This design comes from an exercise in tuning for small area, a short achievable clock period and few clock cycles on the open sky130 flow, not from production work. Where RTL was checked, it was by simulation tests only, not by an equivalence proof against the original. Only the layout flow was run in run 6; the RTL was not checked for function there. No activity file was given, so power comes from the tool's default toggle rates.

## constraint.sdc

```tcl
create_clock -name core_clock -period 4.5 [get_ports {clk}]
set_input_delay 0.9000 -clock core_clock [delete_from_list [all_inputs] [get_ports {clk}]]
set_output_delay 0.9000 -clock core_clock [all_outputs]
set_load 0.01 [all_outputs]
```

## design.v

```verilog
module lcd_ctrl(clk, reset, datain, cmd, cmd_valid, dataout, output_valid, busy);
input           clk;
input           reset;
input   [7:0]   datain;
input   [2:0]   cmd;
input           cmd_valid;
output reg [7:0]   dataout;
output reg         output_valid;
output reg         busy;
localparam REFLASH     = 3'd0;
localparam LOAD_DATA   = 3'd1;
localparam SHIFT_RIGHT = 3'd2;
localparam SHIFT_LEFT  = 3'd3;
localparam SHIFT_UP    = 3'd4;
localparam SHIFT_DOWN  = 3'd5;
reg [7:0] ring [0:35];
reg       loading;       
reg       mv_r;          
reg       mr, ml, mu, md;  
reg [1:0] wa;            
reg [1:0] wb1, wb0;      
reg [1:0] row, col;      
reg       active;        
reg [1:0] jr, jc;        
reg [1:0] ra, rb;        
reg       pend;          
reg       lpend;         
wire accept  = cmd_valid & ~busy;
wire is_load = accept & (cmd == LOAD_DATA);
function [1:0] inc3(input [1:0] x);
    inc3 = (x == 2'd2) ? 2'd0 : x + 2'd1;
endfunction
function [1:0] dec3(input [1:0] x);
    dec3 = (x == 2'd0) ? 2'd2 : x - 2'd1;
endfunction
wire acc_mv = accept & (cmd != LOAD_DATA);
wire mr_n = acc_mv & (cmd == SHIFT_RIGHT) & (col != 2'd3);
wire ml_n = acc_mv & (cmd == SHIFT_LEFT)  & (col != 2'd0);
wire mu_n = acc_mv & (cmd == SHIFT_UP)    & (row != 2'd0);
wire md_n = acc_mv & (cmd == SHIFT_DOWN)  & (row != 2'd3);
wire mv_n = mu | md;      
wire m0   = ~(mr | ml | mu | md);
wire       b0z = (wb0 == 2'd0);
wire [1:0] wb1_dec = dec3(wb1);
wire [1:0] wb1_inc = inc3(wb1);
wire [1:0] na  = ({2{m0}} & (wa - 2'd1)) | ({2{mr}} & wa) |
                 ({2{ml}} & (wa - 2'd2)) | ({2{mv_n}} & (wa + 2'd1));
wire [1:0] nb0 = ({2{mr}} & wb0) | ({2{ml}} & inc3(wb0)) |
                 ({2{~(mr | ml)}} & dec3(wb0));
wire [1:0] nb1 = ({2{m0}} & (b0z ? wb1_dec : wb1)) |
                 ({2{mr}} & wb1) |
                 ({2{ml}} & ((wb0 == 2'd2) ? wb1 : wb1_dec)) |
                 ({2{mu}} & (b0z ? wb1 : wb1_inc)) |
                 ({2{md}} & (b0z ? wb1_inc : wb1_dec));
wire [1:0] wa_n  = is_load ? 2'd2 : na;
wire [1:0] wb1_n = is_load ? 2'd1 : nb1;
wire [1:0] wb0_n = is_load ? 2'd2 : nb0;
wire last    = active & (jr == 2'd2) & (jc == 2'd2);
wire free    = ~active | last;
wire aligned = mr ? (wb0 == 2'd0) : ml ? (wb0 == 2'd2) : (wb0 == 2'd1);
wire ld_rdy  = lpend & (wa == 2'd0) & (wb1 == 2'd0) & (wb0 == 2'd1);
wire ld_end  = (wa == 2'd3) & (wb1 == 2'd2) & (wb0 == 2'd0);
wire start   = free & (ld_rdy | ((pend | mv_r) & aligned));
wire       nxt_row = (jc == 2'd2);
wire [1:0] jr_c = nxt_row ? jr + 2'd1 : jr;
wire [1:0] jc_c = nxt_row ? 2'd0 : jc + 2'd1;
wire [1:0] ra_c = nxt_row ? ra - 2'd1 : ra;       
wire [1:0] rb_c = nxt_row ? inc3(rb) : rb;        
wire t8_c  = (ra_c == 2'd0) & (rb_c == 2'd2);
wire t9_c  = (ra_c == 2'd3) & (rb_c == 2'd0);
wire t10_c = (ra_c == 2'd2) & (rb_c == 2'd1);
wire unsafe_go = ((jr_c != 2'd2) & (jc_c != 2'd2) & t10_c) |
                 ((jr_c == 2'd0) & (jc_c != 2'd2) & t8_c) |
                 ((jr_c == 2'd0) & t9_c);
wire unsafe_start = ((na == 2'd0) & (nb1 == 2'd2)) |
                    ((na == 2'd3) & (nb1 == 2'd0)) |
                    ((na == 2'd2) & (nb1 == 2'd1));
wire pend_n    = (pend | mv_r) & ~start;
wire lpend_n   = is_load | (lpend & ~ld_rdy);
wire loading_n = is_load | (loading & ~ld_end);
wire busy_n    = accept | loading_n | pend_n | lpend_n |
                 (start ? unsafe_start : (active & ~last & unsafe_go));
always @(posedge clk or posedge reset) begin
    if (reset) begin
        active       <= 1'b0;
        pend         <= 1'b0;
        lpend        <= 1'b0;
        loading      <= 1'b0;
        mv_r         <= 1'b0;
        busy         <= 1'b0;
        output_valid <= 1'b0;
    end else begin
        active       <= start | (active & ~last);
        pend         <= pend_n;
        lpend        <= lpend_n;
        loading      <= loading_n;
        mv_r         <= acc_mv;
        busy         <= busy_n;
        output_valid <= active;
    end
end
reg [7:0] rdata;
integer t;
always @(*) begin
    rdata = 8'd0;
    for (t = 0; t < 12; t = t + 1)
        if (ra == ((3 * t) % 4) && rb == (t % 3))
            rdata = rdata | ring[3 * t];
end
always @(posedge clk) begin
    mr    <= mr_n;
    ml    <= ml_n;
    mu    <= mu_n;
    md    <= md_n;
    wa    <= wa_n;
    wb1   <= wb1_n;
    wb0   <= wb0_n;
    dataout <= rdata;
    if (start) begin
        jr <= 2'd0;
        jc <= 2'd0;
        ra <= na;
        rb <= nb1;
    end else begin
        jr <= jr_c;
        jc <= jc_c;
        ra <= ra_c;
        rb <= rb_c;
    end
    if (is_load) begin
        row <= 2'd2;
        col <= 2'd2;
    end else begin
        if (mr) col <= col + 2'd1;
        if (ml) col <= col - 2'd1;
        if (mu) row <= row - 2'd1;
        if (md) row <= row + 2'd1;
    end
end
integer i;
always @(posedge clk) begin
    for (i = 0; i < 35; i = i + 1)
        ring[i] <= ring[i + 1];
    ring[35] <= loading ? datain : ring[0];
end
endmodule
```

## config.mk

```make
export PLATFORM = sky130hd
export DESIGN_NAME = lcd_ctrl
export DESIGN_NICKNAME = lcd_ctrl
export VERILOG_FILES = /design/flow/design.v
export SDC_FILE = /design/flow/constraint.sdc
export NUM_CORES = 4
export LEC_CHECK = 0
export ABC_CLOCK_PERIOD_IN_PS = 2000
export CAP_MARGIN = 20
export CORE_MARGIN = 2
export CORE_UTILIZATION = 60
export CTS_CLUSTER_DIAMETER = 100
export CTS_CLUSTER_SIZE = 30
export SETUP_SLACK_MARGIN = 2.5
export SLEW_MARGIN = 20
```

## run.sh

```bash
#!/bin/bash
# synth_recipe.tcl (not shown) runs the flow's synth.tcl, then flattens the netlist and writes it again
# the make line also repeats each setting of config.mk as NAME=value (left out here)
make -C /OpenROAD-flow-scripts/flow DESIGN_CONFIG=/design/flow/config.mk WORK_HOME=/design/flow/orfs CLKGATE_MAP_FILE= SYNTH_SCRIPT=/design/flow/synth_recipe.tcl finish
```

==> impl_metrics.tcl, run 1 <==
set metrics [dict create \
    yosys_warnings 2 \
    regToRegSetupSlack_ns 2.64 \
    numClockSinks 325 \
    cts_root_buffer "clkbuf_16" \
    synth_top_family_by_area "compound AO/OA/AOI/OAI gates" \
    cts_tree "yes" \
    leakagePower_nw 3.730 \
    setup_violations 0 \
    ys_seq_area_share_pct 77.80 \
    clkTransAtPathRegs_ns 0.10 \
    synth_nets 622 \
    vias_per_cell 5.377 \
    design.core.area_mm2 0.01377 \
    max_freq_mhz 515.8 \
    path_class "reg -> out" \
    min_path_type "reg -> reg" \
    synth_edf_count 0 \
    wl_per_cell_um 17.27 \
    die_height_um 122.4 \
    synth_compound_area_share_pct 9.241 \
    whs_ns 0.3266 \
    ys_seq_elements 325 \
    detail-route-antenna-nets 0 \
    postLayoutSetupSlackWorst_ns 2.561 \
    drt_iter0_markers 310 \
    die-area_mm2 0.01498 \
    antenna_found_initial 0 \
    cp_max_fo 1 \
    holdPathStages 0 \
    clock_latency_ns 0.48 \
    end_kind "primary output" \
    reg2reg_depth 5 \
    fin_crit_ns 1.939 \
    cts_made_buffers 14 \
    pre_cts_ws_ns 2.199 \
    tightest_slew_ns 0.6858 \
    crit_buf_inv 1 \
    vias 4296 \
    run_status "no timing/DRC/antenna violations" \
    path_cells "clkdlybuf4s15_2" \
    start_util_pct 61.05 \
    wl_mm 13.80 \
    portBuffers 23 \
    ir_worst_vdd_mv 0.4521 \
    max_slew_margin_pct 54.28 \
    avgSynthCellArea_um2 14.20 \
    ys_async_sr_fraction_pct 2.154 \
    fin_tns_setup_ns 0 \
    ys_types 58 \
    power_density_mw_per_mm2 771.3 \
    finalNetCount 648 \
    slowest_stage "dfxtp_2" \
    clock_skew_ns 0.01091 \
    grt_pass1_wl_mm 22.38 \
    synth-main-ff-cell "dfxtp_1" \
    synth_adder_area_share_pct 2.381 \
    grt_remaining_overflow 0 \
    hold_violations 0 \
    holdCritStartpoint "ring[19][3]" \
    row_count 43 \
    dpl.hpwl_mm 8.337 \
    area_growth_pct 10.21 \
    grt_pass1_vias 4355 \
    place_congestion 0.8084 \
    cts-hold-fix-buffers 0 \
    drt-pass1-iter-count 8 \
    track_usage_pct 19.20 \
    r2r_start "ra[0]" \
    synth_xor_area_share_pct 0.5208 \
    start_kind "flop" \
    required_ns 3.60 \
    slew_violations 0 \
    r2r-end "dataout[7]" \
    arrival_ns 1.04 \
    syn_area_mm2 0.008408 \
    cap_violations 0 \
    grt_max_degree 31 \
    yosys.area_share.simple_pct 5.982 \
    grt_setup_unrepaired "no" \
    period_share_pct 43.08 \
    h-tree-depth 1 \
    cpLargestDelayFamily "flip-flops" \
    clockBufferDepth 3 \
    drc 0 \
    synthMuxAreaShare_pct 1.935 \
    antenna_cells 0 \
    layout-drive-gt1-share_pct 11.31 \
    hold_end "ring[18][3]" \
    die_x_um 122.4 \
    slowest_delay_ns 0.34 \
    ios 24 \
    syn-instance-count 592 \
]
-- through the flow --
stage	power [W]	util, %	std cells	area, µm²
after floorplan	0.005143	-	592	8408
after global placement	0.005593	63.48	774	8743
after detailed placement	0.005654	63.48	774	8743
after CTS	0.007111	66.79	797	9199
after global routing	0.007546	67.28	799	9266
final	0.007147	67.28	799	9266
-- what timing repair did --
item	CTS	global route
setup buffers	6	2
gates cloned	0	0
pin swaps	2	2
resized for setup	21	31
hold endpoints to repair	0	0
setup endpoints to repair	27	24
-- synth_stat cells, types with 2 or more instances --
cell type / n / share of area, %
nand4_1: 3 / 0.22
a311o_1: 4 / 0.48
a211oi_1: 5 / 0.45
a222oi_1: 10 / 1.2
dfrtp_1: 7 / 2.1
o21ai_0: 9 / 0.54
nand3_1: 12 / 0.71
buf_6: 5 / 0.67
a22o_1: 8 / 0.83
o211ai_1: 2 / 0.18
mux2_2: 10 / 1.3
nor2_1: 20 / 0.89
a21oi_1: 11 / 0.65
ha_1: 16 / 2.4
a31oi_1: 2 / 0.15
xnor2_1: 2 / 0.21
mux2i_1: 5 / 0.60
o221ai_1: 2 / 0.21
nor3_1: 5 / 0.30
a32oi_1: 2 / 0.21
xor2_1: 3 / 0.31
nand2_1: 33 / 1.5
inv_1: 16 / 0.71
a2111oi_0: 2 / 0.21
nor3b_1: 2 / 0.18
o22ai_1: 3 / 0.22
nand2b_1: 7 / 0.52
buf_2: 2 / 0.12
a22oi_1: 14 / 1.2
dfxtp_1: 318 / 76
nor2b_1: 5 / 0.37
or2b_1: 2 / 0.18
a221oi_1: 7 / 0.73
a21oi_2: 2 / 0.21
clkbuf_1: 12 / 0.54
o211a_1: 2 / 0.24
-- worst max path at each step --
stage | startpoint | end | slack [ns] | depth (start not counted)
6_report | dataout[3] | dataout[3] | 2.56 | 1
3_5_place_dp | cmd[0] | wb0[1] | 2.20 | 4
5_1_grt | dataout[2] | dataout[2] | 2.50 | 1
3_3_place_gp | cmd[0] | wb0[1] | 2.32 | 4
2_1_floorplan | wb0[0] | ra[1] | 2.69 | 8
4_1_cts | ra[1] | dataout[6] | 2.39 | 5
-- layer usage --
metal | track usage, % | up-vias | share of wire, %
li1 | - | 2080 | -
met1 | 27.44 | 2119 | 49
met2 | 30.76 | 72 | 45
met3 | 2.649 | 25 | 3.4
met4 | 5.532 | 0 | 2.1
met5 | 0 | - | 0
-- layout make-up --
cell class / instances / area, µm²
flip-flops and latches: 325 / 6555
inverters: 16 / 60.06
repair buffers: 31 / 271.5
well taps: 180 / 225.2
clock buffers: 17 / 404.1
multi-input cells: 230 / 1750
fillers: 1019 / 4507
-- state kept, by name (all words and copies together) (netlist names), 2 cells and up --
register,cells
jr,2
jc,2
ra,2
dataout,8
wb0,2
ring,288
row,2
rb,2
wb1,2
col,2
wa,2
-- worst register-to-register path: cells and delay by family (launching register included) --
kind | cells | cell delay [ns]
AO/OA/AOI/OAI | 2 | 0.57
adder cells (fa/ha/maj) | 1 | 0.60
buffers and inverters | 1 | 0.19
flip-flops | 1 | 0.38
AND/OR/NAND/NOR | 1 | 0.07
-- report_power, final --
group          internal (W)  switching [W]
Clock              0.000641       0.000786
Combinational      0.000644       0.000730
Sequential          0.00385       0.000494
Total               0.00514        0.00201
-- cells by family (layout without fill, tap and decap cells) --
group                      after synthesis  after routing
buffers and inverters                   37             64
and+or+nand+nor                        100            100
AOI/OAI and AO/OA                       94             94
adders and majority gates               16             16
DFF                                    325            325
xor gates and xnor gates                 5              5
muxes                                   15             15
-- cell usage in the layout, fill, tap and decap left out, drive strengths merged, types with 6 or more instances in the layout --
master | Yosys | routed
dfxtp | 318 | 318
nand2 | 33 | 33
nor2 | 20 | 20
clkbuf | 13 | 20
inv | 16 | 16
ha | 16 | 16
a22oi | 14 | 14
clkdlybuf4s50 | 0 | 13
a21oi | 13 | 13
nand3 | 12 | 12
a222oi | 10 | 10
mux2 | 10 | 10
o21ai | 10 | 10
buf | 8 | 9
a22o | 8 | 8
a221oi | 8 | 8
nand2b | 7 | 7
dfrtp | 7 | 7
clkdlybuf4s15 | 0 | 6
Testbench counts, summed over its fixed seeds: cycles 148,278.
==> run 2: changes to the inputs <==
--- a/config.mk
+++ b/config.mk
@@ -6,5 +6,5 @@
 export NUM_CORES = 4
 export LEC_CHECK = 0
-export ABC_CLOCK_PERIOD_IN_PS = 2000
+export ABC_AREA = 1
 export CAP_MARGIN = 20
 export CORE_MARGIN = 2
==> impl_metrics.tcl, run 2 <==
set metrics [dict create \
    run_status "no timing/DRC/antenna violations" \
    p_int_w 0.005402 \
    crit_buf_inv 1 \
    numClockSinks 325 \
    cp_max_fo 1 \
    cts_tree "yes" \
    final_cell_area_mm2 0.009349 \
    power_frac_comb_pct 17.3 \
    power_density_mw_per_mm2 812.8 \
    synth_top_family_by_area "simple AND/OR/NAND/NOR gates" \
    syn_area_mm2 0.008481 \
    ir_worst_vdd_mv 0.4280 \
    cts_made_buffers 14 \
    wl_per_cell_um 15.67 \
    largest_reg_flops 288 \
    clock_latency_ns 0.49 \
    place_congestion 0.8264 \
    finalNetCount 778 \
    postLayoutSetupSlackWorst_ns 2.535 \
    portBuffers 23 \
    synth_adder_area_share_pct 2.361 \
    final_cell_mix "dfxtp_1, nand2_1, inv_1, nand3_1, o21ai_0" \
    drt-pass1-iter-count 4 \
    layout-drive-gt1-share_pct 7.210 \
    row_count 43 \
    ys_async_sr_fraction_pct 2.154 \
    required_ns 3.60 \
    track_usage_pct 19.65 \
    drc 0 \
    start_kind "flop" \
    start_util_pct 61.33 \
    slowest_stage "dfxtp_1" \
    grt_remaining_overflow 0 \
    yosys-top-cells-count "dfxtp_1, nand2_1, inv_1" \
    hold_violations 0 \
    switching_share_pct 28.91 \
    yosys.area_share.simple_pct 11.32 \
    ys_seq_elements 325 \
    arrival_ns 1.06 \
    max_freq_mhz 508.9 \
    antenna_found_initial 0 \
    cts_root_buffer "clkbuf_16" \
    pre_cts_ws_ns 1.839 \
    max_slew_margin_pct 51.76 \
    clockBufferDepth 3 \
    met2_length_mm 6.318 \
    syn-instance-count 711 \
    die_height_um 122.9 \
    pwr-share-seq_pct 64.2 \
    area_growth_pct 10.24 \
    route.met3.wl_um 704 \
    fill_cells 1021 \
    synth_xor_area_share_pct 0.2066 \
    slowest_delay_ns 0.34 \
    vias_per_cell 5.041 \
    grt_setup_unrepaired "yes" \
    period_share_pct 43.67 \
    h-tree-depth 1 \
    cp-startpoint "dataout[0]" \
    drt_iter0_markers 259 \
    synth_area_leader_cell "dfxtp_1" \
    vias 4683 \
    fin_crit_ns 1.965 \
    grt_pass1_wl_mm 22.91 \
    final_common_cell "dfxtp_1" \
    clock_power_share_pct 18.5 \
    synthMuxAreaShare_pct 0 \
    die_x_um 122.9 \
    synth_nets 741 \
    biggestRegsByFlops "ring x288, dataout x8" \
    ios 24 \
    synth_edf_count 0 \
    top_layer "met4" \
    synth-main-ff-cell "dfxtp_1" \
    r2r_start "ra[0]" \
    ys_types 34 \
    ys_seq_area_share_pct 77.13 \
    antenna_cells 0 \
    avgSynthCellArea_um2 11.93 \
    tightest_slew_ns 0.7218 \
    met1_length_mm 7.160 \
    place_area_mm2 0.008880 \
    leakagePower_nw 4.076 \
    wl_mm 14.56 \
    synth_compound_area_share_pct 5.356 \
    min_path_type "reg -> reg" \
    whs_ns 0.3284 \
    synth_most_common_cell "dfxtp_1" \
    clkTransAtPathRegs_ns 0.11 \
    synth_top_area_share_pct 75.07 \
    end_kind "primary output" \
    design.core.area_mm2 0.01383 \
    slew_violations 0 \
    clock_skew_ns 0.01228 \
    grt_pass1_vias 4491 \
    detail-route-antenna-nets 0 \
    cpLargestDelayFamily "flip-flops" \
    grt_max_degree 32 \
    dpl.hpwl_mm 9.042 \
    cap_violations 0 \
    fin_tns_setup_ns 0 \
    yosys_warnings 2 \
    top_register "ring" \
    p_sw_w 0.002197 \
    setup_violations 0 \
    die-area_mm2 0.01510 \
    path_cells "clkdlybuf4s15_1" \
    path_class "reg -> out" \
    synth_area_leaders "dfxtp_1, nand2_1, nand3_1" \
    cts-hold-fix-buffers 0 \
    holdCritStartpoint "ring[19][0]" \
]
[run 2: cell types whose count changed in the layout (fill, tap and decap cells not counted), moves of 9 or more]
cell	previous run	this run
nand3_1	12	56
o21ai_0	9	32
nand2_1	33	108
a22oi_1	14	0
dfxtp_1	309	318
inv_1	14	62
a222oi_1	10	0
mux2_2	10	0
[run 2: metrics by stage]
step / power [W] / cells / utilization [%]
floorplan: 0.005608 / 711 / -
global placement: 0.006146 / 903 / 64.22
detailed placement: 0.006207 / 903 / 64.22
CTS: 0.007612 / 921 / 67.17
global route: 0.008044 / 929 / 67.61
finish: 0.007599 / 929 / 67.61
[run 2: cells by family after synthesis]
group           Yosys count
compound gates           71
flops                   325
xor+xnor                  2
fa+ha+maj                16
simple gates            219
buf+inv                  78
[run 2: final cells by class]
cell class,instances,area [µm²],area share [%]
inverter,67,255.2,2.730
clock inverter,1,6.256,0.06692
timing repair buffer,32,270.3,2.891
clock buffer,16,379.1,4.055
tap,180,225.2,2.409
sequential,325,6541,69.97
multi-input combinational,308,1672,17.88
[run 2: final timing paths]
| check | to | slack, ns | depth (start not counted) |
|---|---|---|---|
| worst max register to register | dataout[3] | 2.59 | 8 |
| worst min-delay path | ring[18][0] | 0.33 | 0 |
| worst max-delay path | dataout[0] | 2.54 | 1 |
| max in group asynchronous | lpend | 3.67 | 2 |
| min in group asynchronous | active | 0.62 | 2 |
| worst min register to register | ring[18][0] | 0.33 | 0 |
[run 2: what timing repair did]
| item | 4_1_cts | 5_1_grt |
|---|---|---|
| pin swaps | 0 | 2 |
| buffers inserted | 1 | 8 |
| resized for setup | 25 | 12 |
| endpoints found under the setup margin | 26 | 16 |
| cloned | 0 | 0 |
[run 2: routing by layer]
layer | GRT usage [%] | vias to the layer above
met5 | 0 | -
met4 | 6.394 | 0
met3 | 3.644 | 24
met2 | 30.04 | 90
met1 | 28.40 | 2224
li1 | - | 2345
[run 2: power groups by stage]
stage | clock network [W] | logic (W) | registers (W)
2_1_floorplan | 0 | 0.000894 | 0.00471
3_3_place_gp | 0 | 0.00124 | 0.00491
3_5_place_dp | 0 | 0.00128 | 0.00493
4_1_cts | 0.00143 | 0.00128 | 0.00489
5_1_grt | 0.00154 | 0.00148 | 0.00502
6_report | 0.00140 | 0.00132 | 0.00488
==> run 3: changes to the inputs <==
--- a/config.mk
+++ b/config.mk
@@ -6,5 +6,5 @@
 export NUM_CORES = 4
 export LEC_CHECK = 0
-export ABC_AREA = 1
+export ABC_CLOCK_PERIOD_IN_PS = 1700
 export CAP_MARGIN = 20
 export CORE_MARGIN = 2
@@ -12,4 +12,4 @@
 export CTS_CLUSTER_DIAMETER = 100
 export CTS_CLUSTER_SIZE = 30
-export SETUP_SLACK_MARGIN = 2.5
+export SETUP_SLACK_MARGIN = 2.8
 export SLEW_MARGIN = 20
==> impl_metrics.tcl, run 3 <==
set metrics [dict create \
    dpl.hpwl_mm 8.410 \
    synth_most_common_cell "dfxtp_1" \
    die-area_mm2 0.01498 \
    detail-route-antenna-nets 0 \
    setup_violations 0 \
    design.core.area_mm2 0.01377 \
    wl_per_cell_um 17.85 \
    period_share_pct 43.20 \
    clock_power_share_pct 18.5 \
    slew_violations 0 \
    area_growth_pct 16.13 \
    largest_reg_flops 288 \
    cts_root_buffer "clkbuf_16" \
    arrival_ns 1.04 \
    cap_violations 0 \
    slowest_delay_ns 0.41 \
    path_cells "buf_2" \
    avgSynthCellArea_um2 14.20 \
    synth_nets 622 \
    drt_iter0_markers 330 \
    max_freq_mhz 514.4 \
    vias_per_cell 5.221 \
    cpLargestDelayFamily "flip-flops" \
    vias 4318 \
    finalNetCount 675 \
    ir_worst_vdd_mv 0.4366 \
    finalPower_w 0.007643 \
    run_status "no timing/DRC/antenna violations" \
    clock_skew_ns 0.01307 \
    portBuffers 23 \
    h-tree-depth 1 \
    grt_pass1_wl_mm 22.11 \
    end_kind "primary output" \
    max_slew_margin_pct 58.44 \
    top_register "ring" \
    syn_area_mm2 0.008408 \
    yosys_warnings 2 \
    clock_latency_ns 0.48 \
    synth-main-ff-cell "dfxtp_1" \
    power_density_mw_per_mm2 782.8 \
    ys_seq_elements 325 \
    cts_tree "yes" \
    synth_edf_count 0 \
    track_usage_pct 19.17 \
    drt-pass1-iter-count 5 \
    syn-instance-count 592 \
    start_util_pct 61.05 \
    crit_buf_inv 1 \
    ios 24 \
    ys_seq_area_share_pct 77.80 \
    switching_share_pct 28.85 \
    cp_max_fo 3 \
    biggestRegsByFlops "ring x288, dataout x8" \
    min_path_type "reg -> reg" \
    drc 0 \
    final_common_cell "dfxtp_1" \
    clkTransAtPathRegs_ns 0.11 \
    grt_max_degree 32 \
    die_x_um 122.4 \
    start_kind "flop" \
    antenna_cells 0 \
    p_int_w 0.005438 \
    pwr-share-seq_pct 57.0 \
    layout-drive-gt1-share_pct 20.25 \
    p_sw_w 0.002205 \
    tightest_slew_ns 0.6212 \
    cts_made_buffers 14 \
    yosys-top-cells-count "dfxtp_1, nand2_1, nor2_1" \
    row_count 43 \
    grt_pass1_vias 4209 \
    synth_area_leader_cell "dfxtp_1" \
    wl_mm 14.76 \
    synth_top_area_share_pct 75.71 \
    leakagePower_nw 3.921 \
    hold_violations 0 \
    path_class "reg -> out" \
    fin_tns_setup_ns 0 \
    slowest_stage "dfrtp_1" \
    die_height_um 122.4 \
    place_congestion 0.7996 \
    clockBufferDepth 3 \
    power_frac_comb_pct 24.5 \
    grt_remaining_overflow 0 \
    numClockSinks 325 \
    ys_types 58 \
    fin_crit_ns 1.944 \
    ys_async_sr_fraction_pct 2.154 \
    antenna_found_initial 0 \
    required_ns 3.60 \
    cts-hold-fix-buffers 0 \
    grt_setup_unrepaired "yes" \
    final_cell_mix "dfxtp_1, nand2_1, buf_4, nor2_1, buf_6" \
    synth_area_leaders "dfxtp_1, ha_1, dfrtp_1" \
]
==> run 3: worst paths after layout <==
| kind | from | to | slack [ns] | cells past startpoint |
|---|---|---|---|---|
| min in group asynchronous | reset | lpend | 0.63 | 2 |
| hold / removal | ring[23][3] | ring[22][3] | 0.32 | 0 |
| setup / recovery | busy | busy | 2.56 | 1 |
| setup reg to reg | ra[0] | dataout[6] | 2.68 | 7 |
| max in group asynchronous | reset | active | 3.65 | 2 |
| hold reg to reg | ring[23][3] | ring[22][3] | 0.32 | 0 |
==> run 3: final cells by class <==
type	instances	area (µm²)
clock buffers	17	392.9
flip-flops and latches	325	6573
clock inverters	1	5.005
repair buffers	58	555.5
well taps	180	225.2
inverters	16	71.32
fillers	954	4009
multi-input cells	230	1942
==> run 3: per-stage QoR <==
step           std cells  instance area, µm²  hold slack, ns  worst slack, ns  utilization (%)
2_1_floorplan        592                8438          0.3096            2.816                -
3_3_place_gp         776                8788          0.3102            2.311            63.81
3_5_place_dp         776                8788          0.3121            2.283            63.81
4_1_cts              812                9454          0.3235            2.539            68.64
5_1_grt              827                9764          0.3367            2.518            70.89
6_report             827                9764          0.3224            2.556            70.89
==> run 3: repair_timing <==
action | 4_1_cts | 5_1_grt
setup endpoints to repair | 29 | 28
resized for setup | 85 | 33
pin swaps | 10 | 20
gates cloned | 0 | 0
buffers inserted | 18 | 15
==> run 3: metal layers <==
| metal | vias up | wire, µm | part of all wire (%) | global-route usage [%] |
|---|---|---|---|---|
| met5 | - | 0 | 0 | 0 |
| met4 | 0 | 356 | 2.4 | 4.957 |
| met3 | 26 | 658 | 4.5 | 3.439 |
| met2 | 86 | 6891 | 47 | 31.67 |
| met1 | 2072 | 6853 | 46 | 26.31 |
| li1 | 2134 | - | - | - |
==> run 3: power by group through the flow <==
stage / clock network (W) / registers [W] / logic (W)
after global routing: 0.00156 / 0.00446 / 0.00201
after CTS: 0.00145 / 0.00436 / 0.00155
after floorplan: 0 / 0.00416 / 0.00101
final: 0.00141 / 0.00436 / 0.00187
after detailed placement: 0 / 0.00439 / 0.00129
after global placement: 0 / 0.00436 / 0.00127
==> run 3: cell families after synthesis <==
family,count (synthesis),synth area share (%)
AO/OA/AOI/OAI,94,9.241
adder cells (fa/ha/maj),16,2.381
AND/OR/NAND/NOR,100,5.982
XOR/XNOR,5,0.5209
flip-flops,325,77.80
buffers and inverters,37,2.143
multiplexers,15,1.935
==> run 4: changes to the inputs <==
==> flow/run.sh (new file) <==
#!/bin/bash
# The standard layout (the standard.sh: standard synthesis, floorplan,
# placement, CTS, routing), with two settings changed:
#  - port buffers are buf_2 cells instead of the default delay-buffer choice;
#  - CTS clusters sinks 30 at a time within 100 um and adds no dummy loads.
# All of standard.sh's output goes to standard.log in this folder.
set -euo pipefail
export BUFFER_PORTS_ARGS="-buffer_cell sky130_fd_sc_hd__buf_2"
export CTS_ARGS="-sink_clustering_enable -repair_clock_nets -sink_clustering_size 30 -sink_clustering_max_diameter 100 -dont_use_dummy_load"
bash standard.sh > standard.log 2>&1
==> standard.sh (new file) <==
#!/bin/bash
# synth_recipe.tcl (not shown) runs the flow's synth.tcl, then flattens the netlist and writes it again
# the make line also repeats each setting of config.mk as NAME=value (left out here)
make -C /OpenROAD-flow-scripts/flow DESIGN_CONFIG=/design/flow/config.mk WORK_HOME=/design/flow/orfs CLKGATE_MAP_FILE= SYNTH_SCRIPT=/design/flow/synth_recipe.tcl "${@:-finish}"
--- a/config.mk
+++ b/config.mk
@@ -6,5 +6,5 @@
 export NUM_CORES = 4
 export LEC_CHECK = 0
-export ABC_CLOCK_PERIOD_IN_PS = 1700
+export ABC_CLOCK_PERIOD_IN_PS = 2000
 export CAP_MARGIN = 20
 export CORE_MARGIN = 2
@@ -12,4 +12,4 @@
 export CTS_CLUSTER_DIAMETER = 100
 export CTS_CLUSTER_SIZE = 30
-export SETUP_SLACK_MARGIN = 2.8
+export SETUP_SLACK_MARGIN = 2.65
 export SLEW_MARGIN = 20
removed: run.sh
==> impl_metrics.tcl, run 4 <==
set metrics [dict create \
    syn_area_mm2 0.008408 \
    place_congestion 0.8149 \
    yosys_warnings 2 \
    synth_top_area_share_pct 75.71 \
    synth_area_leader_cell "dfxtp_1" \
    cap_violations 0 \
    met1_length_mm 6.794 \
    cts-hold-fix-buffers 0 \
    top_layer "met4" \
    finalNetCount 652 \
    top_register "ring" \
    ys_seq_elements 325 \
    clkTransAtPathRegs_ns 0.11 \
    synth_area_leaders "dfxtp_1, ha_1, dfrtp_1" \
    syn-instance-count 592 \
    grt_pass1_wl_mm 21.96 \
    wl_mm 13.88 \
    holdCritStartpoint "ring[10][4]" \
    run_status "no timing/DRC/antenna violations" \
    final_common_cell "dfxtp_1" \
    h-tree-depth 1 \
    ys_types 58 \
    yosys-top-cells-count "dfxtp_1, nand2_1, nor2_1" \
    fill_cells 1032 \
    min_path_type "reg -> reg" \
    largest_reg_flops 288 \
    cpLargestDelayFamily "flip-flops" \
    max_freq_mhz 524.3 \
    period_share_pct 42.38 \
    fin_crit_ns 1.907 \
    path_cells "buf_2" \
    tightest_slew_ns 0.6706 \
    start_util_pct 61.05 \
    row_count 43 \
    grt_pass1_vias 4326 \
    final_cell_area_mm2 0.009253 \
    numClockSinks 325 \
    ys_async_sr_fraction_pct 2.154 \
    area_growth_pct 10.04 \
    clock_skew_ns 0.01933 \
    final_util_pct 67.18 \
    cts_root_buffer "clkbuf_16" \
    die-area_mm2 0.01498 \
    fin_tns_setup_ns 0 \
    biggestRegsByFlops "ring x288, dataout x8" \
    max_slew_margin_pct 55.29 \
    layout-drive-gt1-share_pct 16.29 \
    ir_worst_vdd_mv 0.4137 \
    wl_per_cell_um 17.34 \
    avgSynthCellArea_um2 14.20 \
    cts_tree "yes" \
    grt_remaining_overflow 0 \
    hold_end "ring[9][4]" \
    start_kind "flop" \
    die_height_um 122.4 \
    drt_iter0_markers 305 \
    vias 4318 \
    reg2reg_depth 7 \
    clockBufferDepth 3 \
    slowest_delay_ns 0.40 \
    leakagePower_nw 3.747 \
    required_ns 3.60 \
    pre_cts_ws_ns 2.371 \
    die_x_um 122.4 \
    finalPower_w 0.007127 \
    slew_violations 0 \
    met2_length_mm 6.333 \
    drt-pass1-iter-count 5 \
    end_kind "primary output" \
    crit_buf_inv 1 \
    final_cell_mix "dfxtp_1, nand2_1, nor2_1, buf_2, clkbuf_16" \
    route.met3.wl_um 545 \
    setup_violations 0 \
    ys_seq_area_share_pct 77.80 \
    grt_setup_unrepaired "yes" \
    detail-route-antenna-nets 0 \
    synth-main-ff-cell "dfxtp_1" \
    power_density_mw_per_mm2 770.3 \
    vias_per_cell 5.398 \
    dpl.hpwl_mm 8.508 \
    grt_max_degree 31 \
    arrival_ns 1.01 \
    track_usage_pct 18.73 \
    postLayoutSetupSlackWorst_ns 2.593 \
    cp_max_fo 2 \
    ios 24 \
    holdPathStages 0 \
    synth_edf_count 0 \
    slowest_stage "dfrtp_1" \
    cts_made_buffers 14 \
    synth_most_common_cell "dfxtp_1" \
    antenna_found_initial 0 \
    path_class "reg -> out" \
    place_area_mm2 0.008643 \
    synth_nets 622 \
    regToRegSetupSlack_ns 2.67 \
    drc 0 \
    clock_latency_ns 0.47 \
    portBuffers 23 \
    antenna_cells 0 \
    design.core.area_mm2 0.01377 \
    r2r_start "ra[1]" \
    hold_violations 0 \
    r2r-end "busy" \
]
==> run 4: cell counts after synthesis <==
No cell type changed its count.
==> run 4: metal layers <==
layer	global-route usage [%]	up-vias
met4	4.670	0
met1	26.89	2115
met2	30.14	100
met5	0	-
met3	2.695	22
li1	-	2081
==> run 4: final cells by class <==
cell class | count | area (µm²) | area share, %
clock buffers | 14 | 350.3 | 3.786
inverters | 16 | 65.06 | 0.7032
multi-input cells | 230 | 1760 | 19.03
flip-flops and latches | 325 | 6569 | 70.99
well taps | 180 | 225.2 | 2.434
repair buffers | 35 | 282.8 | 3.056
==> run 4: power breakdown <==
group / internal [W] / switching, W / leakage (nW)
Combinational: 0.000693 / 0.000748 / 0.818
Sequential: 0.00386 / 0.000493 / 2.76
Clock: 0.000564 / 0.000767 / 0.173
==> run 4: stage by stage <==
step | hold WS (ns) | std cells
6_report | 0.3137 | 800
5_1_grt | 0.3211 | 800
4_1_cts | 0.3208 | 794
3_5_place_dp | 0.3121 | 776
3_3_place_gp | 0.3096 | 776
2_1_floorplan | 0.3096 | 592
==> run 4: worst max-delay path by stage <==
stage / startpoint / to / cells past startpoint
after floorplan: wb0[0] / ra[1] / 8
after global routing: busy / busy / 1
after CTS: rb[1] / busy / 6
after global placement: wb0[0] / busy / 7
after detailed placement: ra[0] / dataout[1] / 5
final: busy / busy / 1
==> run 4: kinds of logic (layout without fill, tap and decap cells) <==
kind of cell | Yosys count | count (layout) | share of synthesized area, %
flip-flops | 325 | 325 | 77.80
AND/OR/NAND/NOR | 100 | 100 | 5.982
AO/OA/AOI/OAI | 94 | 94 | 9.241
buffers and inverters | 37 | 65 | 2.143
adder cells (fa/ha/maj) | 16 | 16 | 2.381
multiplexers | 15 | 15 | 1.935
XOR/XNOR | 5 | 5 | 0.5209
==> run 4: timing repair <==
action	in CTS	in global routing
pin swaps	2	8
hold endpoints to repair	0	0
gates resized for setup	14	36
setup endpoints to repair	25	23
buffers inserted	4	5
cloned	0	1
==> run 5: changes to the inputs <==
--- a/config.mk
+++ b/config.mk
@@ -12,4 +12,4 @@
 export CTS_CLUSTER_DIAMETER = 100
 export CTS_CLUSTER_SIZE = 30
-export SETUP_SLACK_MARGIN = 2.65
+export SETUP_SLACK_MARGIN = 2.5
 export SLEW_MARGIN = 20
==> impl_metrics.tcl, run 5 <==
set metrics [dict create \
    run_status "no timing/DRC/antenna violations" \
    largest_reg_flops 288 \
    vias_per_cell 5.379 \
    max_slew_margin_pct 55.94 \
    cp_max_fo 3 \
    row_count 43 \
    antenna_cells 0 \
    yosys_warnings 2 \
    start_util_pct 61.05 \
    fill_cells 1054 \
    portBuffers 23 \
    clock_skew_ns 0.01856 \
    cts-hold-fix-buffers 0 \
    drc 0 \
    drt-pass1-iter-count 5 \
    avgSynthCellArea_um2 14.20 \
    required_ns 3.60 \
    whs_ns 0.3155 \
    clock_latency_ns 0.47 \
    multi_input_area_mm2 0.001722 \
    fin_crit_ns 1.922 \
    track_usage_pct 18.69 \
    place_congestion 0.8149 \
    ys_async_sr_fraction_pct 2.154 \
    fin_tns_setup_ns 0 \
    ios 24 \
    die-area_mm2 0.01498 \
    start_kind "flop" \
    ir_worst_vdd_mv 0.4138 \
    cpLargestDelayFamily "flip-flops" \
    grt_setup_unrepaired "no" \
    top_register "ring" \
    grt_max_degree 31 \
    clock_power_share_pct 19.0 \
    hold_violations 0 \
    dp_cells 776 \
    min_path_type "reg -> reg" \
    p_int_w 0.005029 \
    slew_violations 0 \
    h-tree-depth 1 \
    final_cell_mix "dfxtp_1, nand2_1, buf_2, nor2_1" \
    slowest_stage "dfrtp_1" \
    place_area_mm2 0.008643 \
    synth_edf_count 0 \
    power_density_mw_per_mm2 768.7 \
    path_cells "buf_2" \
    grt_pass1_wl_mm 21.91 \
    grt_pass1_vias 4305 \
    synth_area_leaders "dfxtp_1, ha_1, dfrtp_1" \
    final_common_cell "dfxtp_1" \
    ys_types 58 \
    register_area_mm2 0.006554 \
    die_height_um 122.4 \
    cts_tree "yes" \
    detail-route-antenna-nets 0 \
    cts_made_buffers 14 \
    pwr-share-seq_pct 62.0 \
    synth-main-ff-cell "dfxtp_1" \
    slowest_delay_ns 0.41 \
    layout.cells.non_filler 796 \
    numClockSinks 325 \
    finalNetCount 648 \
    syn_area_mm2 0.008408 \
    cap_violations 0 \
    cts_root_buffer "clkbuf_16" \
    leakagePower_nw 3.703 \
    clockBufferDepth 3 \
    path_class "reg -> out" \
    grt_remaining_overflow 0 \
    ys_seq_elements 325 \
    setup_violations 0 \
    synth_most_common_cell "dfxtp_1" \
    crit_buf_inv 1 \
    end_kind "primary output" \
    tightest_slew_ns 0.6609 \
    vias 4282 \
    synth_area_leader_cell "dfxtp_1" \
    area_growth_pct 8.214 \
    biggestRegsByFlops "ring x288, dataout x8" \
    synth_nets 622 \
    die_x_um 122.4 \
    layout-drive-gt1-share_pct 13.47 \
    design.core.area_mm2 0.01377 \
    clkTransAtPathRegs_ns 0.11 \
    drt_iter0_markers 276 \
    synth_top_area_share_pct 75.71 \
    switching_share_pct 28.10 \
    arrival_ns 1.02 \
    period_share_pct 42.71 \
    syn-instance-count 592 \
    max_freq_mhz 520.3 \
    wl_mm 13.68 \
    yosys-top-cells-count "dfxtp_1, nand2_1, nor2_1" \
    dpl.hpwl_mm 8.508 \
    final_cell_area_mm2 0.009099 \
    wl_per_cell_um 17.18 \
    p_sw_w 0.001965 \
    antenna_found_initial 0 \
    ys_seq_area_share_pct 77.80 \
    power_frac_comb_pct 19.0 \
]
==> run 5: cell counts after synthesis <==
No cell type changed its count.
==> run 5: per-stage QoR <==
stage | total power (W) | utilization (%) | worst slack, ns
after floorplan | 0.005143 | - | 2.690
after global placement | 0.005541 | 62.75 | 2.435
after detailed placement | 0.005618 | 62.75 | 2.371
after CTS | 0.006978 | 65.57 | 2.433
after global routing | 0.007389 | 66.06 | 2.504
final | 0.006994 | 66.06 | 2.578
==> run 5: cell families (layout without fill, tap and decap cells) <==
kind of cell,count (synthesis),count (layout),share of synthesized area (%)
compound gates,94,94,9.241
xor+xnor,5,5,0.5209
fa+ha+maj,16,16,2.381
buf+inv,37,61,2.143
flops,325,325,77.80
mux,15,15,1.935
simple gates,100,100,5.982
==> run 5: path summary, 6_finish.rpt <==
kind	startpoint	end	slack, ns	cells after the start
setup / recovery	busy	busy	2.58	1
hold / removal	ring[10][4]	ring[9][4]	0.32	0
setup reg to reg	wb0[0]	busy	2.61	8
hold reg to reg	ring[10][4]	ring[9][4]	0.32	0
max in group asynchronous	reset	lpend	3.97	2
min in group asynchronous	reset	output_valid	0.33	2
==> run 5: final cells by class <==
cell class	count	area share, %
flip-flops and latches	325	72.03
multi-input cells	230	18.92
clock buffers	14	3.850
well taps	180	2.475
repair buffers	31	2.063
inverters	16	0.6601
==> run 5: what timing repair did <==
| item | in CTS | in global routing |
|---|---|---|
| setup endpoints to repair | 17 | 5 |
| resized for setup | 4 | 17 |
| setup buffers | 2 | 4 |
| pin swaps | 2 | 3 |
==> run 5: layer usage <==
layer	global-route usage, %	vias up	wire (µm)
li1	-	2071	-
met1	26.76	2094	6695
met2	30.28	95	6225
met3	2.602	22	557
met4	4.526	0	199
met5	0	-	0
==> run 5: power by group through the flow <==
stage               registers [W]  clock network [W]  logic, W
floorplan                 0.00416                  0  0.000987
global placement          0.00435                  0   0.00119
detailed placement        0.00438                  0   0.00124
CTS                       0.00433            0.00137   0.00127
global route              0.00444            0.00147   0.00148
finish                    0.00434            0.00133   0.00133
==> run 6: changes to the inputs <==
--- a/design.v
+++ b/design.v
@@ -26,5 +26,6 @@
 reg       pend;          
 reg       lpend;         
-wire accept  = cmd_valid & ~busy;
+reg       rdy;           
+wire accept  = cmd_valid & rdy;
 wire is_load = accept & (cmd == LOAD_DATA);
 function [1:0] inc3(input [1:0] x);
@@ -89,4 +90,5 @@
         mv_r         <= 1'b0;
         busy         <= 1'b0;
+        rdy          <= 1'b1;
         output_valid <= 1'b0;
     end else begin
@@ -97,4 +99,5 @@
         mv_r         <= acc_mv;
         busy         <= busy_n;
+        rdy          <= ~busy_n;
         output_valid <= active;
     end
==> impl_metrics.tcl, run 6 <==
set metrics [dict create \
    synth-main-ff-cell "dfxtp_1" \
    period_share_pct 45.79 \
    ys_types 51 \
    slew_violations 0 \
    multi_input_area_mm2 0.001773 \
    clock_skew_ns 0.01298 \
    grt_remaining_overflow 0 \
    pre_cts_ws_ns 2.226 \
    synth_most_common_cell "dfxtp_1" \
    final_cell_mix "dfxtp_1, nand2_1, buf_2" \
    grt_pass1_wl_mm 21.91 \
    start_kind "flop" \
    vias 4200 \
    path_class "reg -> reg" \
    design.core.area_mm2 0.01377 \
    yosys_warnings 2 \
    portBuffers 23 \
    drc 0 \
    fill_cells 1076 \
    yosys-top-cells-count "dfxtp_1, nand2_1, a21oi_1, a22oi_1, nor2_1" \
    cts_root_buffer "clkbuf_16" \
    fin_tns_setup_ns 0 \
    place_congestion 0.8297 \
    holdPathStages 0 \
    avgSynthCellArea_um2 14.03 \
    antenna_found_initial 0 \
    top_register "ring" \
    start_util_pct 61.01 \
    ys_seq_area_share_pct 78.16 \
    synth_edf_count 0 \
    regToRegSetupSlack_ns 2.44 \
    run_status "no timing/DRC/antenna violations" \
    cp_max_fo 5 \
    antenna_cells 0 \
    finalPower_w 0.005662 \
    detail-route-antenna-nets 0 \
    clkTransAtPathRegs_ns 0.10 \
    biggestRegsByFlops "ring x288, dataout x8" \
    ys_seq_elements 326 \
    wl_mm 13.53 \
    synth_area_leader_cell "dfxtp_1" \
    min_path_type "reg -> reg" \
    vias_per_cell 5.217 \
    cts_made_buffers 14 \
    area_growth_pct 9.306 \
    end_kind "flop" \
    postLayoutSetupSlackWorst_ns 2.439 \
    tightest_slew_ns 0.6350 \
    finalNetCount 657 \
    setup_violations 0 \
    cap_violations 0 \
    register_area_mm2 0.006578 \
    track_usage_pct 18.84 \
    max_freq_mhz 485.3 \
    row_count 43 \
    numClockSinks 326 \
    required_ns 4.91 \
    clockBufferDepth 3 \
    slowest_delay_ns 0.43 \
    ys_async_sr_fraction_pct 2.454 \
    drt-pass1-iter-count 4 \
    slowest_stage "a2111oi_4" \
    die_x_um 122.3 \
    synth_nets 629 \
    cts-hold-fix-buffers 0 \
    ir_worst_vdd_mv 0.4102 \
    final_util_pct 66.69 \
    grt_pass1_vias 4188 \
    dpl.hpwl_mm 8.430 \
    ios 24 \
    layout-drive-gt1-share_pct 13.92 \
    grt_max_degree 31 \
    syn-instance-count 599 \
    die_height_um 122.3 \
    arrival_ns 2.47 \
    synth_top_area_share_pct 75.76 \
    whs_ns 0.3191 \
    cts_tree "yes" \
    largest_reg_flops 288 \
    clock_latency_ns 0.48 \
    hold_violations 0 \
    h-tree-depth 1 \
    reg2reg_depth 8 \
    die-area_mm2 0.01497 \
    synth_area_leaders "dfxtp_1, ha_1, dfrtp_1" \
    drt_iter0_markers 292 \
    syn_area_mm2 0.008403 \
    grt_setup_unrepaired "yes" \
    fin_crit_ns 2.061 \
    power_density_mw_per_mm2 616.5 \
    path_cells "inv_4, ha_4, a221oi_4, o41ai_4, a2111oi_4, nor4b_4, nor3b_2, o21a_1" \
    final_common_cell "dfxtp_1" \
    max_slew_margin_pct 57.67 \
    leakagePower_nw 3.673 \
    wl_per_cell_um 16.81 \
]
-- run 6: kinds of logic after synthesis --
family / after synthesis / share of synthesized area, %
XOR/XNOR: 5 / 0.5212
multiplexers: 16 / 2.070
flip-flops: 326 / 78.16
AO/OA/AOI/OAI: 107 / 9.351
adder cells (fa/ha/maj): 16 / 2.382
buffers and inverters: 37 / 1.846
AND/OR/NAND/NOR: 92 / 5.673
-- run 6: area by class of cell --
type | instances | area share (%)
clock buffers | 14 | 3.814
inverters | 15 | 0.6675
multi-input cells | 236 | 19.30
flip-flops and latches | 326 | 71.61
well taps | 180 | 2.452
repair buffers | 34 | 2.152
-- run 6: layer usage --
| layer | part of all wire (%) | GRT usage, % | vias to the layer above |
|---|---|---|---|
| met4 | 1.8 | 5.388 | 0 |
| met5 | 0 | 0 | - |
| li1 | - | - | 2103 |
| met1 | 49 | 26.96 | 1991 |
| met3 | 4.2 | 2.742 | 21 |
| met2 | 46 | 30.10 | 85 |
-- run 6: metrics by stage --
step                      cell area [µm²]  std cells
after global routing                 9185        805
after global placement               8667        781
after detailed placement             8667        781
final                                9185        805
after CTS                            9146        804
after floorplan                      8424        599
-- run 6: report_power, final --
| part | switching (W) | total [W] | internal (W) |
|---|---|---|---|
| registers | 0.000169 | 0.00325 | 0.00308 |
| logic | 0.000610 | 0.00108 | 0.000465 |
| clock network | 0.000771 | 0.00133 | 0.000564 |
| total | 0.00155 | 0.00566 | 0.00411 |
-- run 6: critical path: cells and delay by family (launching register included) --
kind	cells	cell delay [ns]
adder cells (fa/ha/maj)	1	0.16
AND/OR/NAND/NOR	2	0.37
flip-flops	1	0.37
buffers and inverters	1	0.06
AO/OA/AOI/OAI	4	1.04
-- run 6: repair_timing --
action,CTS,global route
endpoints found under the setup margin,11,12
setup buffers,9,1
gates resized for setup,16,8
pin swaps,5,5
-- run 6: worst paths after layout --
| check | start | end |
|---|---|---|
| setup / recovery | wb0[0] | rdy |
| hold / removal | ring[35][2] | ring[34][2] |
| setup reg to reg | wb0[0] | rdy |
| hold reg to reg | ring[35][2] | ring[34][2] |
| max in group asynchronous | reset | rdy |
| min in group asynchronous | reset | pend |
==> run 7: changes to the inputs <==
--- a/design.v
+++ b/design.v
@@ -74,7 +74,9 @@
                  ((jr_c == 2'd0) & (jc_c != 2'd2) & t8_c) |
                  ((jr_c == 2'd0) & t9_c);
-wire unsafe_start = ((na == 2'd0) & (nb1 == 2'd2)) |
-                    ((na == 2'd3) & (nb1 == 2'd0)) |
-                    ((na == 2'd2) & (nb1 == 2'd1));
+wire [1:0] pb1 = b0z ? wb1_dec : wb1;
+wire unsafe_start = mv_r |
+                    ((wa == 2'd1) & (pb1 == 2'd2)) |
+                    ((wa == 2'd0) & (pb1 == 2'd0)) |
+                    ((wa == 2'd3) & (pb1 == 2'd1));
 wire pend_n    = (pend | mv_r) & ~start;
 wire lpend_n   = is_load | (lpend & ~ld_rdy);
==> impl_metrics.tcl, run 7 <==
set metrics [dict create \
    run_status "no timing/DRC/antenna violations" \
    largest_reg_flops 288 \
    yosys-top-cells-count "dfxtp_1, nor2_1, nand2_1" \
    slowest_delay_ns 0.51 \
    min_path_type "reg -> reg" \
    syn-instance-count 596 \
    synth_most_common_cell "dfxtp_1" \
    wl_mm 14.12 \
    grt_pass1_wl_mm 22.16 \
    avgSynthCellArea_um2 14.09 \
    fin_tns_setup_ns 0 \
    ys_seq_elements 326 \
    vias_per_cell 5.324 \
    end_kind "flop" \
    final_common_cell "dfxtp_1" \
    grt_remaining_overflow 0 \
    vias 4238 \
    cp_max_fo 12 \
    ys_seq_area_share_pct 78.20 \
    yosys_warnings 2 \
    detail-route-antenna-nets 0 \
    leakagePower_nw 3.606 \
    power_density_mw_per_mm2 646.2 \
    layout-drive-gt1-share_pct 11.53 \
    ys_types 55 \
    max_freq_mhz 524.4 \
    place_congestion 0.8025 \
    clock_latency_ns 0.49 \
    synth_edf_count 0 \
    place_area_mm2 0.008638 \
    synth-main-ff-cell "dfxtp_1" \
    start_kind "flop" \
    path_class "reg -> reg" \
    die-area_mm2 0.01496 \
    grt_pass1_vias 4205 \
    wl_per_cell_um 17.74 \
    grt_max_degree 31 \
    row_count 43 \
    grt_setup_unrepaired "yes" \
    tightest_slew_ns 0.6653 \
    syn_area_mm2 0.008398 \
    design.core.area_mm2 0.01377 \
    postLayoutSetupSlackWorst_ns 2.593 \
    period_share_pct 42.37 \
    finalNetCount 648 \
    cts_tree "yes" \
    ir_worst_vdd_mv 0.3617 \
    die_x_um 122.3 \
    drt_iter0_markers 279 \
    clkTransAtPathRegs_ns 0.11 \
    cap_violations 0 \
    antenna_found_initial 0 \
    dpl.hpwl_mm 9.027 \
    cts_made_buffers 14 \
    hold_violations 0 \
    h-tree-depth 1 \
    pre_cts_ws_ns 2.328 \
    portBuffers 23 \
    slew_violations 0 \
    drt-pass1-iter-count 5 \
    clockBufferDepth 3 \
    arrival_ns 2.27 \
    die_height_um 122.3 \
    cts-hold-fix-buffers 0 \
    cts_root_buffer "clkbuf_16" \
    synth_top_area_share_pct 75.80 \
    final_cell_area_mm2 0.009059 \
    area_growth_pct 7.867 \
    top_register "ring" \
    required_ns 4.87 \
    ys_async_sr_fraction_pct 2.454 \
    antenna_cells 0 \
    synth_nets 626 \
    max_slew_margin_pct 55.65 \
    synth_area_leader_cell "dfxtp_1" \
    track_usage_pct 19.31 \
    path_cells "buf_4, inv_1, a22o_1, a21oi_1, a21o_1, o21ai_0" \
    biggestRegsByFlops "ring x288, dataout x8" \
    clock_skew_ns 0.02902 \
    final_cell_mix "dfxtp_1, nor2_1, buf_2, nand2_1, a21oi_1" \
    synth_area_leaders "dfxtp_1, ha_1, dfrtp_1" \
    ios 24 \
    slowest_stage "dfxtp_2" \
    drc 0 \
    start_util_pct 60.97 \
    setup_violations 0 \
    fin_crit_ns 1.907 \
    numClockSinks 326 \
]
run 7: changes by cell type after synthesis, moves of 3 or more:
cell / change
a22oi_1: -7
nand2_1: -7
nand3_1: -4
clkbuf_1: -10
mux2i_1: +3
nor2_1: +8
a211oi_1: -5
buf_2: +7
o211ai_1: +4
a221oi_1: +3
run 7: final timing paths:
path                                   from           to  slack (ns)  cells after the start
worst max register to register        rb[0]   dataout[4]        2.59                      6
max in group asynchronous             reset          rdy        3.88                      2
worst min-delay path            ring[11][4]  ring[10][4]        0.32                      0
min in group asynchronous             reset         mv_r        0.33                      2
worst min register to register  ring[11][4]  ring[10][4]        0.32                      0
worst max-delay path                  rb[0]   dataout[4]        2.59                      6
run 7: area by class of cell:
| cell class | instances | area [µm²] |
|---|---|---|
| flip-flops and latches | 326 | 6569 |
| fillers | 1067 | 4715 |
| multi-input cells | 232 | 1705 |
| clock buffers | 14 | 350.3 |
| well taps | 180 | 225.2 |
| repair buffers | 27 | 145.1 |
| inverters | 17 | 63.81 |
run 7: cells by family (layout without fill, tap and decap cells):
| family | after synthesis | count (layout) | synth area share, % |
|---|---|---|---|
| AO/OA/AOI/OAI | 108 | 108 | 9.416 |
| XOR/XNOR | 6 | 6 | 0.6259 |
| adder cells (fa/ha/maj) | 16 | 16 | 2.384 |
| buffers and inverters | 38 | 58 | 2.131 |
| flip-flops | 326 | 326 | 78.20 |
| multiplexers | 19 | 19 | 2.607 |
| AND/OR/NAND/NOR | 83 | 83 | 4.634 |
run 7: metal layers:
metal / up-vias / GRT usage, % / routed length, µm
met5: - / 0 / 0
met4: 0 / 5.029 / 311
met3: 30 / 2.974 / 459
met2: 81 / 30.87 / 6492
met1: 2054 / 27.70 / 6859
li1: 2073 / - / -
run 7: through the flow:
step,hold WS [ns],util [%],total power (W),std cells
finish,0.3232,65.77,0.005854,796
global route,0.3345,65.77,0.006141,796
CTS,0.3294,65.46,0.005864,794
detailed placement,0.3121,62.72,0.004507,780
global placement,0.3098,62.72,0.004453,780
floorplan,0.3096,-,0.004165,596
run 7: power by group:
| group | internal (W) | switching [W] | leakage [nW] | total (W) |
|---|---|---|---|---|
| Clock | 0.000564 | 0.000784 | 0.173 | 0.00135 |
| Combinational | 0.000460 | 0.000687 | 0.739 | 0.00115 |
| Sequential | 0.00316 | 0.000202 | 2.69 | 0.00336 |
run 7: critical path: cells and delay by family, from the launching register on:
| family | cells | cell delay, ns |
|---|---|---|
| compound gates | 4 | 0.72 |
| buf+inv | 2 | 0.54 |
| flops | 1 | 0.51 |
run 7: repair_timing:
action	4_1_cts	5_1_grt
setup buffers	0	2
endpoints found under the setup margin	13	11
gates cloned	0	0
resized for setup	8	6
hold endpoints to repair	0	0
pin swaps	0	1
Testbench counts of run 7, summed over its fixed seeds: cycles 148,377.
==> run 8: changes to the inputs <==
--- a/config.mk
+++ b/config.mk
@@ -12,4 +12,4 @@
 export CTS_CLUSTER_DIAMETER = 100
 export CTS_CLUSTER_SIZE = 30
-export SETUP_SLACK_MARGIN = 2.5
+export SETUP_SLACK_MARGIN = 2.7
 export SLEW_MARGIN = 20
==> impl_metrics.tcl, run 8 <==
set metrics [dict create \
    clockBufferDepth 3 \
    clock_latency_ns 0.49 \
    ys_types 55 \
    wl_mm 14.82 \
    max_slew_margin_pct 54.21 \
    required_ns 3.60 \
    drt_iter0_markers 269 \
    numClockSinks 326 \
    path_cells "buf_2" \
    ys_seq_area_share_pct 78.20 \
    synth_top_area_share_pct 75.80 \
    design.core.area_mm2 0.01377 \
    drt-pass1-iter-count 4 \
    p_sw_w 0.001756 \
    cp_max_fo 1 \
    layout.cells.non_filler 803 \
    yosys_warnings 2 \
    path_class "reg -> out" \
    dpl.hpwl_mm 9.027 \
    top_register "ring" \
    vias 4283 \
    synth_nets 626 \
    leakagePower_nw 3.660 \
    cts_tree "yes" \
    synth_area_leader_cell "dfxtp_1" \
    slew_violations 0 \
    cts_made_buffers 14 \
    ys_async_sr_fraction_pct 2.454 \
    start_kind "flop" \
    max_freq_mhz 525.6 \
    p_int_w 0.004318 \
    synth_edf_count 0 \
    cpLargestDelayFamily "flip-flops" \
    switching_share_pct 28.91 \
    grt_pass1_vias 4246 \
    wl_per_cell_um 18.45 \
    synth_most_common_cell "dfxtp_1" \
    crit_buf_inv 1 \
    power_frac_comb_pct 22.0 \
    h-tree-depth 1 \
    setup_violations 0 \
    row_count 43 \
    tightest_slew_ns 0.6869 \
    clkTransAtPathRegs_ns 0.11 \
    die_x_um 122.3 \
    place_congestion 0.8025 \
    ys_seq_elements 326 \
    pwr-share-seq_pct 55.8 \
    fin_tns_setup_ns 0 \
    finalNetCount 655 \
    ir_worst_vdd_mv 0.3622 \
    final_cell_area_mm2 0.009271 \
    synth_area_leaders "dfxtp_1, ha_1, dfrtp_1" \
    portBuffers 23 \
    place_area_mm2 0.008638 \
    slowest_stage "dfrtp_1" \
    cts-hold-fix-buffers 0 \
    final_common_cell "dfxtp_1" \
    start_util_pct 60.97 \
    grt_pass1_wl_mm 22.46 \
    cap_violations 0 \
    cts_root_buffer "clkbuf_16" \
    grt_setup_unrepaired "yes" \
    dp_cells 780 \
    clock_skew_ns 0.02723 \
    yosys-top-cells-count "dfxtp_1, nor2_1, nand2_1" \
    track_usage_pct 19.55 \
    min_path_type "in -> async" \
    drc 0 \
    vias_per_cell 5.334 \
    area_growth_pct 10.40 \
    detail-route-antenna-nets 0 \
    antenna_found_initial 0 \
    syn-instance-count 596 \
    power_density_mw_per_mm2 655.1 \
    period_share_pct 42.28 \
    largest_reg_flops 288 \
    die-area_mm2 0.01496 \
    die_height_um 122.3 \
    fin_crit_ns 1.902 \
    final_cell_mix "dfxtp_1, nor2_1, nand2_1, a21oi_1, buf_2" \
    run_status "no timing/DRC/antenna violations" \
    grt_max_degree 31 \
    hold_violations 0 \
    antenna_cells 0 \
    biggestRegsByFlops "ring x288, dataout x8" \
    synth-main-ff-cell "dfxtp_1" \
    clock_power_share_pct 22.3 \
    avgSynthCellArea_um2 14.09 \
    slowest_delay_ns 0.38 \
    layout-drive-gt1-share_pct 15.09 \
    end_kind "primary output" \
    ios 24 \
    grt_remaining_overflow 0 \
    syn_area_mm2 0.008398 \
    arrival_ns 1.00 \
]
==> run 8: cell types whose count changed in the layout (fill, tap and decap cells not counted), sizes merged <==
cell | before | now
buf | 27 | 34
clkinvlp | 0 | 1
inv | 17 | 16
==> run 8: metal layers <==
layer	share of wire (%)	track usage, %	vias up
li1	-	-	2091
met1	47	28.08	2085
met2	46	31.15	83
met3	4.3	3.020	24
met4	2.0	5.244	0
met5	0	0	-
==> run 8: final cells by class <==
cell class / instances / area (µm²)
sequential: 326 / 6593
fill: 1043 / 4502
multi-input combinational: 232 / 1779
clock buffer: 14 / 350.3
timing repair buffer: 34 / 256.5
tap: 180 / 225.2
inverter: 17 / 67.56
==> run 8: power groups by stage <==
| stage | combinational, W | sequential [W] | clock, W |
|---|---|---|---|
| floorplan | 0.000819 | 0.00335 | 0 |
| global placement | 0.00105 | 0.00341 | 0 |
| detailed placement | 0.00109 | 0.00342 | 0 |
| CTS | 0.00121 | 0.00338 | 0.00139 |
| global route | 0.00146 | 0.00342 | 0.00148 |
| finish | 0.00133 | 0.00339 | 0.00135 |
==> run 8: timing repair <==
action / 4_1_cts / 5_1_grt
endpoints found under the setup margin: 29 / 28
gates cloned: 0 / 0
pin swaps: 1 / 3
resized for setup: 31 / 19
setup buffers: 5 / 4
==> run 8: worst paths after layout <==
path,cells after the start,endpoint,slack [ns],startpoint
max in group asynchronous,2,rdy,3.88,reset
worst max register to register,8,dataout[4],2.77,ra[1]
worst min register to register,0,ring[24][1],0.33,ring[25][1]
min in group core_clock,0,ring[24][1],0.33,ring[25][1]
worst max-delay path,1,busy,2.60,busy
worst min-delay path,2,mv_r,0.33,reset
==> run 8: cells by family (layout without fill, tap and decap cells) <==
kind of cell,Yosys count,after routing,synth area share (%)
muxes,19,19,2.607
xor gates and xnor gates,6,6,0.6259
and+or+nand+nor,83,83,4.634
adders and majority gates,16,16,2.384
AOI/OAI and AO/OA,108,108,9.416
DFF,326,326,78.20
buffers and inverters,38,65,2.131
==> run 8: metrics by stage <==
stage | power, W | hold WS (ns) | util (%) | worst slack [ns]
after global placement | 0.004453 | 0.3098 | 62.72 | 2.393
after detailed placement | 0.004507 | 0.3121 | 62.72 | 2.328
final | 0.006074 | 0.3278 | 67.31 | 2.598
after global routing | 0.006360 | 0.3345 | 67.31 | 2.562
after CTS | 0.005977 | 0.3294 | 66.46 | 2.578
after floorplan | 0.004165 | 0.3096 | - | 2.740
==> run 9: changes to the inputs <==
--- a/config.mk
+++ b/config.mk
@@ -12,4 +12,4 @@
 export CTS_CLUSTER_DIAMETER = 100
 export CTS_CLUSTER_SIZE = 30
-export SETUP_SLACK_MARGIN = 2.7
+export SETUP_SLACK_MARGIN = 2.9
 export SLEW_MARGIN = 20
==> impl_metrics.tcl, run 9 <==
set metrics [dict create \
    hold_violations 0 \
    cpLargestDelayFamily "flip-flops" \
    ys_async_sr_fraction_pct 2.454 \
    finalNetCount 686 \
    synth_adder_area_share_pct 2.384 \
    cts_root_buffer "clkbuf_16" \
    clockBufferDepth 3 \
    run_status "no timing/DRC/antenna violations" \
    p_sw_w 0.001883 \
    place_congestion 0.7769 \
    drt-pass1-iter-count 4 \
    numClockSinks 326 \
    detail-route-antenna-nets 0 \
    power_density_mw_per_mm2 664.0 \
    vias 4327 \
    dp_cells 780 \
    area_growth_pct 16.14 \
    wl_per_cell_um 17.83 \
    synth_area_leader_cell "dfxtp_1" \
    grt_remaining_overflow 0 \
    required_ns 3.60 \
    synth_edf_count 0 \
    synthMuxAreaShare_pct 2.607 \
    portBuffers 23 \
    synth_top_area_share_pct 75.80 \
    path_cells "buf_2" \
    power_frac_comb_pct 26.7 \
    start_util_pct 60.97 \
    fin_tns_setup_ns 0 \
    pre_cts_ws_ns 2.153 \
    die-area_mm2 0.01496 \
    clock_latency_ns 0.48 \
    end_kind "primary output" \
    final_common_cell "dfxtp_1" \
    antenna_cells 0 \
    grt_setup_unrepaired "yes" \
    ys_types 55 \
    critical_path_depth 1 \
    grt_pass1_vias 4236 \
    synth_compound_area_share_pct 9.416 \
    synth_top_family_by_area "compound AO/OA/AOI/OAI gates" \
    top_register "ring" \
    syn_area_mm2 0.008398 \
    max_slew_margin_pct 55.29 \
    grt_pass1_wl_mm 22.51 \
    clkTransAtPathRegs_ns 0.10 \
    arrival_ns 0.99 \
    antenna_found_initial 0 \
    h-tree-depth 1 \
    start_kind "flop" \
    synth_nets 626 \
    synth_area_leaders "dfxtp_1, ha_1, dfrtp_1" \
    reg2reg_depth 8 \
    min_path_type "reg -> reg" \
    clock_power_share_pct 20.9 \
    vias_per_cell 5.188 \
    slowest_delay_ns 0.38 \
    ios 24 \
    track_usage_pct 19.67 \
    cap_violations 0 \
    die_x_um 122.3 \
    biggestRegsByFlops "ring x288, dataout x8" \
    setup_violations 0 \
    pwr-share-seq_pct 52.4 \
    cp_max_fo 1 \
    synth_xor_area_share_pct 0.6257 \
    cts_made_buffers 14 \
    postLayoutSetupSlackWorst_ns 2.607 \
    period_share_pct 42.08 \
    path_class "reg -> out" \
    switching_share_pct 29.07 \
    largest_reg_flops 288 \
    layout-drive-gt1-share_pct 23.85 \
    yosys.area_share.simple_pct 4.633 \
    row_count 43 \
    yosys-top-cells-count "dfxtp_1, nor2_1, nand2_1" \
    tightest_slew_ns 0.6707 \
    wl_mm 14.87 \
    p_int_w 0.004593 \
    synth_most_common_cell "dfxtp_1" \
    fin_crit_ns 1.893 \
    drc 0 \
    yosys_warnings 2 \
    final_cell_mix "dfxtp_1, buf_4, nor2_1, nand2_1, buf_6" \
    crit_buf_inv 1 \
    grt_max_degree 31 \
    drt_iter0_markers 215 \
    holdPathStages 0 \
    syn-instance-count 596 \
    ir_worst_vdd_mv 0.3456 \
    dpl.hpwl_mm 8.911 \
    slew_violations 0 \
    layout.cells.non_filler 834 \
    design.core.area_mm2 0.01377 \
    cts-hold-fix-buffers 0 \
    avgSynthCellArea_um2 14.09 \
    clock_skew_ns 0.01394 \
    ys_seq_elements 326 \
    leakagePower_nw 3.874 \
    synth-main-ff-cell "dfxtp_1" \
    slowest_stage "dfrtp_1" \
    die_height_um 122.3 \
    max_freq_mhz 528.2 \
    ys_seq_area_share_pct 78.20 \
    cts_tree "yes" \
]
[run 9: changes by cell type in the layout (fill, tap and decap cells not counted), moves of 4 or more]
cell,previous run,this run
a221oi_1,8,2
o21ai_1,2,6
nor2_2,0,4
a221oi_2,1,7
nor2_1,28,24
buf_6,11,20
buf_4,7,25
inv_1,14,9
o21ai_0,14,10
[run 9: power groups by stage]
| stage | Clock (W) | Sequential (W) | Combinational, W |
|---|---|---|---|
| floorplan | 0 | 0.00335 | 0.000855 |
| global placement | 0 | 0.00342 | 0.00108 |
| detailed placement | 0 | 0.00343 | 0.00112 |
| CTS | 0.00138 | 0.00340 | 0.00154 |
| global route | 0.00148 | 0.00343 | 0.00186 |
| finish | 0.00135 | 0.00340 | 0.00173 |
[run 9: repair_timing]
action                                  CTS  global route
gates resized for setup                  69            33
pin swaps                                19            22
endpoints found under the setup margin   30            30
setup buffers                            29            11
cloned                                    0             0
[run 9: cell type report]
cell class | count | area [µm²]
sequential | 326 | 6599
fill | 980 | 4020
multi-input combinational | 232 | 1926
timing repair buffer | 65 | 573.1
clock buffer | 14 | 350.3
tap | 180 | 225.2
inverter | 17 | 80.08
[run 9: path summary, 6_finish.rpt]
kind | start | slack (ns) | endpoint
setup / recovery | busy | 2.61 | busy
hold reg to reg | ring[14][4] | 0.33 | ring[13][4]
setup reg to reg | wb0[1] | 2.77 | rb[0]
min in group asynchronous | reset | 0.35 | busy
max in group asynchronous | reset | 3.87 | rdy
hold / removal | ring[14][4] | 0.33 | ring[13][4]
[run 9: kinds of logic (layout without fill, tap and decap cells)]
family,count (synthesis),after routing
adder cells (fa/ha/maj),16,16
AND/OR/NAND/NOR,83,83
multiplexers,19,19
AO/OA/AOI/OAI,108,108
flip-flops,326,326
buffers and inverters,38,96
XOR/XNOR,6,6
[run 9: layer usage]
metal  track usage (%)  part of all wire (%)  vias to the layer above  routed length, µm
li1                  -                     -                     2161                  -
met4             3.879                   1.4                        0                204
met5                 0                     0                        -                  0
met3             3.160                   4.1                       17                610
met2             31.56                    46                       71               6840
met1             28.55                    49                     2078               7214
[run 9: metrics by stage]
stage | total power (W) | instance area (µm²) | hold WS (ns) | util (%)
finish | 0.006476 | 9753 | 0.3291 | 70.81
global route | 0.006766 | 9753 | 0.3293 | 70.81
CTS | 0.006313 | 9527 | 0.3276 | 69.17
detailed placement | 0.004547 | 8677 | 0.3121 | 63.00
global placement | 0.004491 | 8677 | 0.3097 | 63.00
floorplan | 0.004206 | 8444 | 0.3096 | -

Re-timed with assumed drivers on the ports (clkbuf_16 on the clock, buf_2 on other inputs), run 9 has 2.563 ns of setup slack against 2.607 ns with ideal ports, and 2.614 ns once port delays also move by the mid clock arrival of 0.516 ns.
